What follows belongs to an exercise in optimizing a design on an open flow for small area, a short achievable clock period and few clock cycles per item; a production flow would make more cautious choices.
Power figures rest on the tool's default switching activity, not on a simulated workload.

## CORDIC
module CORDIC (
    input clk,
    input rst,
    input input_ready,
    input [15:0] angle,
    output reg output_ready,
    output reg signed [15:0] cosine_out,
    output reg signed [15:0] sine_out
);
Settings: LEC_CHECK=0, ABC_AREA=1, CAP_MARGIN=20, CORE_MARGIN=2, CORE_UTILIZATION=40, CTS_BUF_LIST=sky130_fd_sc_hd__clkbuf_2 sky130_fd_sc_hd__clkbuf_4 sky130_fd_sc_hd__clkbuf_8, SLEW_MARGIN=20; clock period 10.0 ns.
standard.sh (not shown) runs the stock make flow with config.mk's settings and CLKGATE_MAP_FILE= SYNTH_SCRIPT=/design/flow/synth_recipe.tcl, a recipe that flattens the netlist after the stock synthesis.
==> flow/flow/run.sh <==
#!/bin/bash
# Standard layout with extra make settings for timing repair.
set -euo pipefail
bash standard.sh SETUP_SLACK_MARGIN=7 'BUFFER_PORTS_ARGS=-buffer_cell sky130_fd_sc_hd__buf_2' finish > make_finish.log 2>&1
The baseline went through all stages and came out clean.
Change:
==> flow/flow/run.sh (replaced) <==
#!/bin/bash
# Standard layout with extra make settings for timing repair.
set -euo pipefail
bash standard.sh SETUP_SLACK_MARGIN=6 'BUFFER_PORTS_ARGS=-buffer_cell sky130_fd_sc_hd__buf_2' finish > make_finish.log 2>&1
After rerunning:
- first-iteration DRC count fell by 12%
- hold slack barely changes
- routed wire length fell by about 8%
- design area fell by 9.9%
- maximum frequency fell by 16%
- global-route usage fell by 0.46 points
- via count fell by 5.4%
- power fell by 11%
Change:
==> flow/flow/run.sh (replaced) <==
#!/bin/bash
# Standard layout with extra make settings for timing repair.
set -euo pipefail
bash standard.sh SETUP_SLACK_MARGIN=7.5 'BUFFER_PORTS_ARGS=-buffer_cell sky130_fd_sc_hd__buf_2' finish > make_finish.log 2>&1
Result: Total power is higher by 34%; wire length is higher by 23%; setup slack improves by 0.57 ns; cell count is higher by 9.7%; worst hold slack improves by 0.011 ns; critical path depth is higher by 2.
Function was not checked in any run of this note: the RTL went through the layout flow alone.

* * *

Setup of lane 5:
Another version of the RTL of CORDIC (not shown whole).
Size: ~57 flip-flops.
Settings: LEC_CHECK=0, ABC_AREA=0, CAP_MARGIN=20, CORE_MARGIN=2, CORE_UTILIZATION=40, CTS_BUF_LIST=sky130_fd_sc_hd__clkbuf_2 sky130_fd_sc_hd__clkbuf_4 sky130_fd_sc_hd__clkbuf_8, SLEW_MARGIN=20; clock period 10.0 ns.
==> flow/flow/run.sh <==
#!/bin/bash
# Standard layout with extra make settings for timing repair.
set -euo pipefail
bash standard.sh SETUP_SLACK_MARGIN=6 'BUFFER_PORTS_ARGS=-buffer_cell sky130_fd_sc_hd__buf_2' finish > make_finish.log 2>&1
Lane 5 was carried through to the last stage, and its layout satisfied the timing, DRC and antenna checks.
### lane 5 -> lane 3
Settings: ABC_AREA now 1, was 0.
Results
- Lane 5 has lower worst setup slack for register-to-register paths than lane 3.
- Lane 3: number of global-route vias before repair is 3.6% higher than what lane 5 reported.
- Comparing the two runs side by side, lane 3 comes out behind lane 5 on wire length of the first global-routing pass.
- Taking lane 5 as 1.0, lane 3 lands at 0.73 on power consumption.
- [diff] worst hold slack, lane 3 relative to lane 5: improvement
- Between lane 3 and lane 5, it is lane 3 whose HPWL after detailed placement is higher, by about 3.4%.
- met2 routed wirelength ends up higher on lane 5.
- In the reports for lane 3 and lane 5, the smaller non-clock buffer count belongs to lane 3.
- Changes observed in lane 3 relative to lane 5: final area dropped 3.1%, count of multi-input gates climbed 131.
No run of this note included a check of the RTL's function; only the layout flow was run.

* * *

The RTL this note starts from:
==> flow/design.v <==
module CORDIC (
    input clk,
    input rst,
    input input_ready,
    input [15:0] angle,
    output reg output_ready,
    output reg signed [15:0] cosine_out,
    output reg signed [15:0] sine_out
);
    reg               busy;
    reg        [3:0]  m;      
    reg               d1;     
    reg               up;     
    reg signed [16:0] r;      
    wire in_d1 = (angle >= 16'd11520);
    wire in_d2 = in_d1 ? (angle >= 16'd18321) : (angle >= 16'd4719);
    reg signed [16:0] k;
    always @* begin
        k = 17'sd0;
        if (m == 4'd15) k = d1 ? (up ? -17'sd21914 : -17'sd14728)
                               : (up ? -17'sd8312 : -17'sd1126);
        if (m == 4'd0) k = up ? -17'sd1824 : 17'sd1824;
        if (m == 4'd1) k = up ? -17'sd915 : 17'sd915;
        if (m == 4'd2) k = up ? -17'sd458 : 17'sd458;
        if (m == 4'd3) k = up ? -17'sd205 : 17'sd205;
        if (m == 4'd4) k = up ? -17'sd115 : 17'sd115;
        if (m == 4'd5) k = up ? -17'sd57 : 17'sd57;
        if (m == 4'd6) k = up ? -17'sd29 : 17'sd29;
        if (m == 4'd7) k = up ? -17'sd14 : 17'sd14;
        if (m == 4'd8) k = up ? -17'sd7 : 17'sd7;
        if (m == 4'd9) k = up ? -17'sd4 : 17'sd4;
        if (m == 4'd10) k = up ? -17'sd2 : 17'sd2;
        if (m == 4'd11) k = up ? -17'sd1 : 17'sd1;
        if (m == 4'd12) k = up ? -17'sd1 : 17'sd1;
    end
    wire signed [16:0] r_n = r + k;
    wire signed [15:0] c3 = d1 ? (up ? 16'sd2488 : 16'sd17410)
                               : (up ? 16'sd27360 : 16'sd32334);
    wire signed [15:0] s3 = d1 ? (up ? 16'sd32334 : 16'sd27360)
                               : (up ? 16'sd17410 : 16'sd2488);
    wire signed [15:0] ss = busy ? (sine_out >>> 3) >>> m : 16'sd0;
    wire signed [15:0] cs = busy ? (cosine_out >>> 3) >>> m : 16'sd0;
    wire first = busy && (m == 4'd15);
    wire signed [15:0] c_n = cosine_out + (ss ^ {16{up}}) + {15'd0, up};
    wire signed [15:0] s_n = sine_out + (cs ^ {16{~up}}) + {15'd0, ~up};
    always @(posedge clk) begin
        if (rst) begin
            busy <= 1'b0;
            output_ready <= 1'b0;
        end else if (busy) begin
            if (m == 4'd12) begin
                busy <= 1'b0;
                output_ready <= 1'b1;
            end
        end else if (input_ready) begin
            busy <= 1'b1;
            output_ready <= 1'b0;
        end
        cosine_out <= first ? c3 : c_n;
        sine_out <= first ? s3 : s_n;
        if (busy) begin
            m <= m + 4'd1;
            r <= r_n;
            up <= ~r_n[16];
        end else begin
            m <= 4'd15;
            r <= {1'b0, angle};
            d1 <= in_d1;
            up <= in_d2;
        end
    end
endmodule
Settings: LEC_CHECK=0, ABC_AREA=1, CAP_MARGIN=20, CORE_MARGIN=2, CORE_UTILIZATION=40, CTS_BUF_LIST=sky130_fd_sc_hd__clkbuf_2 sky130_fd_sc_hd__clkbuf_4 sky130_fd_sc_hd__clkbuf_8, SLEW_MARGIN=20; clock period 10.0 ns.
Scripts as last shown in full above: flow/flow/run.sh
Next try:
CORE_UTILIZATION = 65   (was 40)
Routed wire length went down by 2.7%.
Utilization went up by 28 points.
Global-route usage went up by 11 points.
Final area went down by 2.5%.
Total power went up by 1.1%.
Area after synthesis does not change.
Hold slack gets better by 0.013 ns.
Register-to-register slack gets worse by 0.10 ns.
Setup slack gets worse by 0.10 ns.
Synthesized cell count is unchanged.
No functional check of the RTL was part of any run of this note.

## what the ideal ports hide
How much do the figures lean on ideal ports? The routed layouts below were timed once more, with nothing changed but the port constraints. Step 1, drivers: a clkbuf_16 drives clk and a buf_2 each remaining input, both assumed. Step 2 times the ports against the registers' clock, not the clock port: input delays grow and output delays shrink by t, the midpoint of the rising clock arrivals with the driver on. a / b / c = no drivers / after step 1 / after step 2; a / b = the first two.
| run | t, ns | slack for setup (ns) | worst setup path after step 2 | latest minus earliest clock arrival (ns) |
|---|---|---|---|---|
| the first run of note 1 | 0.419 | 7.006 / 6.968 / 6.806 | input to register | 0.019 / 0.019 |
| the second run of note 1 | 0.416 | 6.454 / 6.454 / 6.454 | register to register | 0.016 / 0.017 |
| the third run of note 1 | 0.413 | 7.024 / 7.024 / 6.950 | input to register | 0.008 / 0.007 |
| lane 5 | 0.408 | 6.011 / 6.011 / 6.011 | register to register | 0.010 / 0.011 |
| lane 3 | 0.407 | 6.227 / 6.227 / 6.227 | register to register | 0.011 / 0.010 |
| the first run of note 3 | 0.400 | 6.277 / 6.277 / 6.277 | register to register | 0.014 / 0.014 |
| the second run of note 3 | 0.391 | 6.176 / 6.176 / 6.176 | register to register | 0.012 / 0.012 |
After both steps setup and hold are still met in every run listed. For the first run of note 1, which loses most, drivers alone change the setup slack by -0.038 ns; drivers and shift together by -0.200 ns.
